Source: an optimization exercise on an open RTL-to-GDS flow (aim: small area). Production flows keep margins and buffers that such runs may drop. Where RTL was checked, it was by simulation tests only, not by an equivalence proof against the original. Power is estimated from default activity; no workload was simulated.

==> 06-14 <==
==> flow/design.v <==
module fifo_32x32 (
    input  logic        clk_i,
    input  logic        rst_n_i,
    input  logic        flush_i,
    output logic        full_o,
    output logic        empty_o,
    output logic [ 5:0] cnt_o,
    input  logic [31:0] dat_i,
    input  logic        push_i,
    output logic [31:0] dat_o,
    input  logic        pop_i
);
  fifo #(
      .DATA_WIDTH  (32),
      .BUFFER_DEPTH(32)
  ) u_fifo (
      .clk_i  (clk_i),
      .rst_n_i(rst_n_i),
      .flush_i(flush_i),
      .full_o (full_o),
      .empty_o(empty_o),
      .cnt_o  (cnt_o),
      .dat_i  (dat_i),
      .push_i (push_i),
      .dat_o  (dat_o),
      .pop_i  (pop_i)
  );
endmodule

module dff #(
    parameter int DATA_WIDTH = 1
) (
    input  logic                  clk_i,
    input  logic [DATA_WIDTH-1:0] dat_i,
    output logic [DATA_WIDTH-1:0] dat_o
);
  always_ff @(posedge clk_i) begin
    dat_o <= #0.0 dat_i;
  end
endmodule
module dffr #(
    parameter int DATA_WIDTH = 1
) (
    input  logic                  clk_i,
    input  logic                  rst_n_i,
    input  logic [DATA_WIDTH-1:0] dat_i,
    output logic [DATA_WIDTH-1:0] dat_o
);
  always_ff @(posedge clk_i, negedge rst_n_i) begin
    if (~rst_n_i) begin
      dat_o <= '0;
    end else begin
      dat_o <= #0.0 dat_i;
    end
  end
endmodule
module ndffr #(
    parameter int DATA_WIDTH = 1
) (
    input  logic                  clk_i,
    input  logic                  rst_n_i,
    input  logic [DATA_WIDTH-1:0] dat_i,
    output logic [DATA_WIDTH-1:0] dat_o
);
  always_ff @(negedge clk_i, negedge rst_n_i) begin
    if (~rst_n_i) begin
      dat_o <= '0;
    end else begin
      dat_o <= #0.0 dat_i;
    end
  end
endmodule
module dffrh #(
    parameter int DATA_WIDTH = 1
) (
    input  logic                  clk_i,
    input  logic                  rst_n_i,
    input  logic [DATA_WIDTH-1:0] dat_i,
    output logic [DATA_WIDTH-1:0] dat_o
);
  always_ff @(posedge clk_i, negedge rst_n_i) begin
    if (~rst_n_i) begin
      dat_o <= '1;
    end else begin
      dat_o <= #0.0 dat_i;
    end
  end
endmodule
module dffrc #(
    parameter int                    DATA_WIDTH = 1,
    parameter logic [DATA_WIDTH-1:0] RESET_VAL  = '0
) (
    input  logic                  clk_i,
    input  logic                  rst_n_i,
    input  logic [DATA_WIDTH-1:0] dat_i,
    output logic [DATA_WIDTH-1:0] dat_o
);
  always_ff @(posedge clk_i, negedge rst_n_i) begin
    if (~rst_n_i) begin
      dat_o <= RESET_VAL;
    end else begin
      dat_o <= #0.0 dat_i;
    end
  end
endmodule
module dffsr #(
    parameter int DATA_WIDTH = 1
) (
    input  logic                  clk_i,
    input  logic                  rst_n_i,
    input  logic [DATA_WIDTH-1:0] dat_i,
    output logic [DATA_WIDTH-1:0] dat_o
);
  always_ff @(posedge clk_i) begin
    if (~rst_n_i) begin
      dat_o <= '0;
    end else begin
      dat_o <= #0.0 dat_i;
    end
  end
endmodule
module dffl #(
    parameter int DATA_WIDTH = 1
) (
    input  logic                  clk_i,
    input  logic                  en_i,
    input  logic [DATA_WIDTH-1:0] dat_i,
    output logic [DATA_WIDTH-1:0] dat_o
);
  always_ff @(posedge clk_i) begin
    if (en_i) begin
      dat_o <= #0.0 dat_i;
    end
  end
endmodule
module dffer #(
    parameter int DATA_WIDTH = 1
) (
    input  logic                  clk_i,
    input  logic                  rst_n_i,
    input  logic                  en_i,
    input  logic [DATA_WIDTH-1:0] dat_i,
    output logic [DATA_WIDTH-1:0] dat_o
);
  always_ff @(posedge clk_i, negedge rst_n_i) begin
    if (~rst_n_i) begin
      dat_o <= '0;
    end else if (en_i) begin
      dat_o <= #0.0 dat_i;
    end
  end
endmodule
module dfferh #(
    parameter int DATA_WIDTH = 1
) (
    input  logic                  clk_i,
    input  logic                  rst_n_i,
    input  logic                  en_i,
    input  logic [DATA_WIDTH-1:0] dat_i,
    output logic [DATA_WIDTH-1:0] dat_o
);
  always_ff @(posedge clk_i, negedge rst_n_i) begin
    if (~rst_n_i) begin
      dat_o <= '1;
    end else if (en_i) begin
      dat_o <= #0.0 dat_i;
    end
  end
endmodule
module dfferc #(
    parameter int                    DATA_WIDTH = 1,
    parameter logic [DATA_WIDTH-1:0] RESET_VAL  = '0
) (
    input  logic                  clk_i,
    input  logic                  rst_n_i,
    input  logic                  en_i,
    input  logic [DATA_WIDTH-1:0] dat_i,
    output logic [DATA_WIDTH-1:0] dat_o
);
  always_ff @(posedge clk_i, negedge rst_n_i) begin
    if (~rst_n_i) begin
      dat_o <= RESET_VAL;
    end else if (en_i) begin
      dat_o <= #0.0 dat_i;
    end
  end
endmodule
module dffesr #(
    parameter int DATA_WIDTH = 1
) (
    input  logic                  clk_i,
    input  logic                  rst_n_i,
    input  logic                  en_i,
    input  logic [DATA_WIDTH-1:0] dat_i,
    output logic [DATA_WIDTH-1:0] dat_o
);
  always_ff @(posedge clk_i) begin
    if (~rst_n_i) begin
      dat_o <= '0;
    end else if (en_i) begin
      dat_o <= #0.0 dat_i;
    end
  end
endmodule
module fifo #(
    parameter int DATA_WIDTH       = 32,
    parameter int BUFFER_DEPTH     = 8,
    parameter int LOG_BUFFER_DEPTH = (BUFFER_DEPTH > 1) ? $clog2(BUFFER_DEPTH) : 1
) (
    input  logic                      clk_i,
    input  logic                      rst_n_i,
    input  logic                      flush_i,
    output logic                      full_o,
    output logic                      empty_o,
    output logic [LOG_BUFFER_DEPTH:0] cnt_o,
    input  logic [    DATA_WIDTH-1:0] dat_i,
    input  logic                      push_i,
    output logic [    DATA_WIDTH-1:0] dat_o,
    input  logic                      pop_i
);
  localparam int NGRP = (BUFFER_DEPTH + 2) / 3;   
  localparam int NSEL = 3 * NGRP;
  logic [LOG_BUFFER_DEPTH:0] s_cnt_d, s_cnt_q;
  logic [BUFFER_DEPTH-1:0][DATA_WIDTH-1:0] s_mem_q;
  logic [NSEL-1:0] s_sel;
  logic push_hdshk, pop_hdshk;
  assign push_hdshk = push_i & ~full_o;
  assign pop_hdshk  = pop_i & ~empty_o;
  assign cnt_o      = s_cnt_q;
  assign empty_o    = s_cnt_q == 0;
  assign full_o     = s_cnt_q == BUFFER_DEPTH;
  always_comb begin
    s_cnt_d = s_cnt_q;
    if (flush_i) begin
      s_cnt_d = '0;
    end else if (push_hdshk && ~pop_hdshk) begin
      s_cnt_d = s_cnt_q + 1'b1;
    end else if (~push_hdshk && pop_hdshk) begin
      s_cnt_d = s_cnt_q - 1'b1;
    end
  end
  dffr #(LOG_BUFFER_DEPTH + 1) u_cnt_dffr (
      clk_i,
      rst_n_i,
      s_cnt_d,
      s_cnt_q
  );
  always_ff @(posedge clk_i) begin
    if (push_hdshk) begin
      s_mem_q[0] <= dat_i;
      for (int i = 1; i < BUFFER_DEPTH; i++) s_mem_q[i] <= s_mem_q[i-1];
    end
  end
  for (genvar i = 0; i < NSEL; i++) begin : g_sel
    if (i < BUFFER_DEPTH) begin : g_used
      assign s_sel[i] = s_cnt_q[LOG_BUFFER_DEPTH-1:0] == LOG_BUFFER_DEPTH'(i + 1);
    end else begin : g_pad
      assign s_sel[i] = 1'b0;
    end
  end
  for (genvar b = 0; b < DATA_WIDTH; b++) begin : g_bit
    logic [NSEL-1:0] s_col;
    logic [NGRP-1:0] s_grp_n;
    for (genvar i = 0; i < NSEL; i++) begin : g_col
      if (i < BUFFER_DEPTH) begin : g_used
        assign s_col[i] = s_mem_q[i][b];
      end else begin : g_pad
        assign s_col[i] = 1'b0;
      end
    end
    for (genvar g = 0; g < NGRP; g++) begin : g_grp
      fifo_aoi222 u_aoi (
          .a1(s_sel[3*g]),
          .a2(s_col[3*g]),
          .b1(s_sel[3*g+1]),
          .b2(s_col[3*g+1]),
          .c1(s_sel[3*g+2]),
          .c2(s_col[3*g+2]),
          .y (s_grp_n[g])
      );
    end
    assign dat_o[b] = ~&s_grp_n;
  end
endmodule
module fifo_aoi222 (
    input  logic a1,
    input  logic a2,
    input  logic b1,
    input  logic b2,
    input  logic c1,
    input  logic c2,
    output logic y
);
  assign y = ~((a1 & a2) | (b1 & b2) | (c1 & c2));
endmodule
==> flow/run.sh <==
#!/bin/bash
# synth_recipe.tcl (not shown) runs the flow's synth.tcl, then flattens the netlist and writes it again
# the make line also repeats each setting of config.mk as NAME=value (left out here)
make -C /OpenROAD-flow-scripts/flow DESIGN_CONFIG=/design/flow/config.mk WORK_HOME=/design/flow/orfs CLKGATE_MAP_FILE= SYNTH_SCRIPT=/design/flow/synth_recipe.tcl finish
==> flow/config.mk <==
export PLATFORM = sky130hd
export DESIGN_NAME = fifo_32x32
export DESIGN_NICKNAME = fifo_32x32
export VERILOG_FILES = /design/flow/design.v
export SDC_FILE = /design/flow/constraint.sdc
export NUM_CORES = 8
export LEC_CHECK = 0
export CAP_MARGIN = 20
export CORE_MARGIN = 2
export CORE_UTILIZATION = 50
export PLACE_DENSITY = 0.6
export SLEW_MARGIN = 20
export SYNTH_HIERARCHICAL = 1
==> flow/constraint.sdc <==
create_clock -name core_clock -period 5.0 [get_ports {clk_i}]
set_input_delay 1.0000 -clock core_clock [delete_from_list [all_inputs] [get_ports {clk_i}]]
set_output_delay 1.0000 -clock core_clock [all_outputs]
set_load 0.01 [all_outputs]
==> inputs of 07-03, as changes to 06-14 <==
==> flow/design.v, changed modules only <==
module fifo #(
    parameter int DATA_WIDTH       = 32,
    parameter int BUFFER_DEPTH     = 8,
    parameter int LOG_BUFFER_DEPTH = (BUFFER_DEPTH > 1) ? $clog2(BUFFER_DEPTH) : 1
) (
    input  logic                      clk_i,
    input  logic                      rst_n_i,
    input  logic                      flush_i,
    output logic                      full_o,
    output logic                      empty_o,
    output logic [LOG_BUFFER_DEPTH:0] cnt_o,
    input  logic [    DATA_WIDTH-1:0] dat_i,
    input  logic                      push_i,
    output logic [    DATA_WIDTH-1:0] dat_o,
    input  logic                      pop_i
);
  logic [LOG_BUFFER_DEPTH - 1:0] s_rd_ptr_d, s_rd_ptr_q, s_wr_ptr_d, s_wr_ptr_q;
  logic [LOG_BUFFER_DEPTH:0] s_cnt_d, s_cnt_q;
  logic [BUFFER_DEPTH - 1:0][DATA_WIDTH-1:0] s_mem_d, s_mem_q;
  logic push_hdshk, pop_hdshk;
  assign push_hdshk = push_i & ~full_o;
  assign pop_hdshk  = pop_i & ~empty_o;
  assign cnt_o      = s_cnt_q;
  assign empty_o    = s_cnt_q == 0;
  assign full_o     = s_cnt_q == BUFFER_DEPTH;
  assign dat_o      = s_mem_q[s_rd_ptr_q];
  always_comb begin
    s_rd_ptr_d = s_rd_ptr_q;
    if (flush_i) begin
      s_rd_ptr_d = '0;
    end else if (pop_hdshk) begin
      s_rd_ptr_d = s_rd_ptr_q + 1'b1;
    end
  end
  dffr #(LOG_BUFFER_DEPTH) u_rd_ptr_dffr (
      clk_i,
      rst_n_i,
      s_rd_ptr_d,
      s_rd_ptr_q
  );
  always_comb begin
    s_wr_ptr_d = s_wr_ptr_q;
    if (flush_i) begin
      s_wr_ptr_d = '0;
    end else if (push_hdshk) begin
      s_wr_ptr_d = s_wr_ptr_q + 1'b1;
    end
  end
  dffr #(LOG_BUFFER_DEPTH) u_wr_ptr_dffr (
      clk_i,
      rst_n_i,
      s_wr_ptr_d,
      s_wr_ptr_q
  );
  always_comb begin
    s_cnt_d = s_cnt_q;
    if (flush_i) begin
      s_cnt_d = '0;
    end else if (push_hdshk && ~pop_hdshk) begin
      s_cnt_d = s_cnt_q + 1'b1;
    end else if (~push_hdshk && pop_hdshk) begin
      s_cnt_d = s_cnt_q - 1'b1;
    end
  end
  dffr #(LOG_BUFFER_DEPTH + 1) u_cnt_dffr (
      clk_i,
      rst_n_i,
      s_cnt_d,
      s_cnt_q
  );
  always_comb begin
    s_mem_d = s_mem_q;
    if (push_hdshk) begin
      s_mem_d[s_wr_ptr_q] = dat_i;
    end
  end
  dffr #(BUFFER_DEPTH * DATA_WIDTH) u_mem_dffr (
      clk_i,
      rst_n_i,
      s_mem_d,
      s_mem_q
  );
endmodule
// module fifo_aoi222 removed
--- a/flow/config.mk
+++ b/flow/config.mk
@@ -10,4 +10,3 @@
 export CORE_UTILIZATION = 50
 export PLACE_DENSITY = 0.6
 export SLEW_MARGIN = 20
-export SYNTH_HIERARCHICAL = 1
==> inputs of 03-08, as changes to 06-14 <==
==> flow/design.v, changed modules only <==
module fifo #(
    parameter int DATA_WIDTH       = 32,
    parameter int BUFFER_DEPTH     = 8,
    parameter int LOG_BUFFER_DEPTH = (BUFFER_DEPTH > 1) ? $clog2(BUFFER_DEPTH) : 1
) (
    input  logic                      clk_i,
    input  logic                      rst_n_i,
    input  logic                      flush_i,
    output logic                      full_o,
    output logic                      empty_o,
    output logic [LOG_BUFFER_DEPTH:0] cnt_o,
    input  logic [    DATA_WIDTH-1:0] dat_i,
    input  logic                      push_i,
    output logic [    DATA_WIDTH-1:0] dat_o,
    input  logic                      pop_i
);
  localparam int NG3 = BUFFER_DEPTH / 3;   
  localparam int NREM = BUFFER_DEPTH % 3;   
  localparam int NGRP = NG3 + NREM;   
  logic [LOG_BUFFER_DEPTH:0] s_cnt_d, s_cnt_q;
  logic [BUFFER_DEPTH-1:0][DATA_WIDTH-1:0] s_mem_q;
  logic [BUFFER_DEPTH-1:0] s_sel;
  logic push_hdshk, pop_hdshk;
  assign push_hdshk = push_i & ~full_o;
  assign pop_hdshk  = pop_i & ~empty_o;
  assign cnt_o      = s_cnt_q;
  assign empty_o    = s_cnt_q == 0;
  assign full_o     = s_cnt_q == BUFFER_DEPTH;
  always_comb begin
    s_cnt_d = s_cnt_q;
    if (flush_i) begin
      s_cnt_d = '0;
    end else if (push_hdshk && ~pop_hdshk) begin
      s_cnt_d = s_cnt_q + 1'b1;
    end else if (~push_hdshk && pop_hdshk) begin
      s_cnt_d = s_cnt_q - 1'b1;
    end
  end
  dffr #(LOG_BUFFER_DEPTH + 1) u_cnt_dffr (
      clk_i,
      rst_n_i,
      s_cnt_d,
      s_cnt_q
  );
  always_ff @(posedge clk_i) begin
    if (push_hdshk) begin
      s_mem_q[0] <= dat_i;
      for (int i = 1; i < BUFFER_DEPTH; i++) s_mem_q[i] <= s_mem_q[i-1];
    end
  end
  for (genvar i = 0; i < BUFFER_DEPTH; i++) begin : g_sel
    assign s_sel[i] = s_cnt_q[LOG_BUFFER_DEPTH-1:0] == LOG_BUFFER_DEPTH'(i + 1);
  end
  for (genvar b = 0; b < DATA_WIDTH; b++) begin : g_bit
    logic [NGRP-1:0] s_grp_n;
    for (genvar g = 0; g < NG3; g++) begin : g_grp
      fifo_aoi222 u_aoi (
          .a1(s_sel[3*g]),
          .a2(s_mem_q[3*g][b]),
          .b1(s_sel[3*g+1]),
          .b2(s_mem_q[3*g+1][b]),
          .c1(s_sel[3*g+2]),
          .c2(s_mem_q[3*g+2][b]),
          .y (s_grp_n[g])
      );
    end
    for (genvar r = 0; r < NREM; r++) begin : g_rem
      fifo_nand_n #(2) u_nand (
          .a({s_sel[3*NG3+r], s_mem_q[3*NG3+r][b]}),
          .y(s_grp_n[NG3+r])
      );
    end
    fifo_or_n #(NGRP) u_or (
        .a_n(s_grp_n),
        .y  (dat_o[b])
    );
  end
endmodule
module fifo_aoi22 (
    input  logic a1,
    input  logic a2,
    input  logic b1,
    input  logic b2,
    output logic y
);
  assign y = ~((a1 & a2) | (b1 & b2));
endmodule
module fifo_or_n #(
    parameter int N = 11
) (
    input  logic [N-1:0] a_n,
    output logic         y
);
  localparam int NQ = (N + 3) / 4;
  logic [NQ-1:0] s_part;
  for (genvar q = 0; q < NQ; q++) begin : g_q
    localparam int LO = 4 * q;
    localparam int HI = (4 * q + 3 < N) ? 4 * q + 3 : N - 1;
    fifo_nand_n #(HI - LO + 1) u_nand (
        .a(a_n[HI:LO]),
        .y(s_part[q])
    );
  end
  assign y = |s_part;
endmodule
module fifo_nand_n #(
    parameter int N = 4
) (
    input  logic [N-1:0] a,
    output logic         y
);
  assign y = ~&a;
endmodule
--- a/flow/config.mk
+++ b/flow/config.mk
@@ -8,6 +8,7 @@
 export CAP_MARGIN = 20
 export CORE_MARGIN = 2
 export CORE_UTILIZATION = 50
+export CTS_BUF_LIST = sky130_fd_sc_hd__clkbuf_4
 export PLACE_DENSITY = 0.6
 export SLEW_MARGIN = 20
 export SYNTH_HIERARCHICAL = 1
==> notes.md <==
| item | 06-14 | 03-08 | 07-03 |
|---|---|---|---|
| Run status | finished clean | finished clean | finished clean |
| Hold_ws | 441 ps | 219 ps | 260 ps |
| Worst-case vdd ir drop | 522 µV | 335 µV | 312 µV |
| Shortest clock period the worst path allows after layout | 4830 ps | 4910 ps | 4660 ps |
| DR top layer | met5 | met4 | met4 |
| Number of fill cells | 5090 | 5265 | 7464 |
| Final cell count without fillers | 2949 | 3163 | 4573 |
| Total Nets Final | 1963 | 2104 | 3262 |
| Critical path peak fanout | 32 | 16 | 49 |
| FF-to-FF path depth | 7 | 8 | 8 |
| Via density | 6.85 | 6.45 | 6.11 |
| Worst clock skew on the final layout | 24.5 ps | 58.3 ps | 34.5 ps |
| Proportion of power drawn by the clock network | 32.9% | 30.5% | 36.5% |
| Overall global routing resource usage | 23.9% | 22.1% | 25.7% |
| Buffer and inverter count on the worst path | 3 | 3 | 2 |
| Power dissipated by switching net loads | 6.16 mW | 6.20 mW | 6.45 mW |
| Met2 layer usage reported by global route | 33.5% | 32.2% | 40.4% |
| Share of Yosys cell area claimed by the top area cell type | 85.7% | 85.9% | 54.1% |
| Largest stage delay on the critical path | 610 ps | 720 ps | 840 ps |
| Post-synthesis area per instance | 22.1 µm² | 21.6 µm² | 14.9 µm² |
| Power consumed by the clock network | 7.67 mW | 6.77 mW | 8.33 mW |
| DR WL met3 | 12.3 mm | 8.95 mm | 6.45 mm |
| Portion of the layout cell area used by non-clock buffers | 3.63% | 3.63% | 3.33% |
The RTL of 06-14 and 07-03 was laid out without a check of its function.

## what the ideal ports hide
No port has a modelled driver above. Below, the same layouts with a new extraction and two added sets of constraints. Step 1 (the two cells are an assumption about what drives the block):
set clk [get_ports {clk_i}]
set_driving_cell -lib_cell sky130_fd_sc_hd__clkbuf_16 $clk
set_driving_cell -lib_cell sky130_fd_sc_hd__buf_2 [delete_from_list [all_inputs] $clk]
Step 2 times the ports against the registers' clock, not the clock port: input delays grow and output delays shrink by t, the midpoint of the rising clock arrivals with the driver on. Three values: ideal ports, drivers, drivers and shift; two values: the first two.
run | t (ns) | setup WS [ns] | slew at the worst register clock pin (ns)
06-14 | 0.712 | 0.169 / 0.102 / 0.814 | 0.07 / 0.07
07-03 | 0.750 | 0.342 / 0.277 / 1.027 | 0.06 / 0.06
03-08 | 1.101 | 0.090 / 0.031 / 1.132 | 0.07 / 0.07
After both steps every run listed still meets setup and hold.
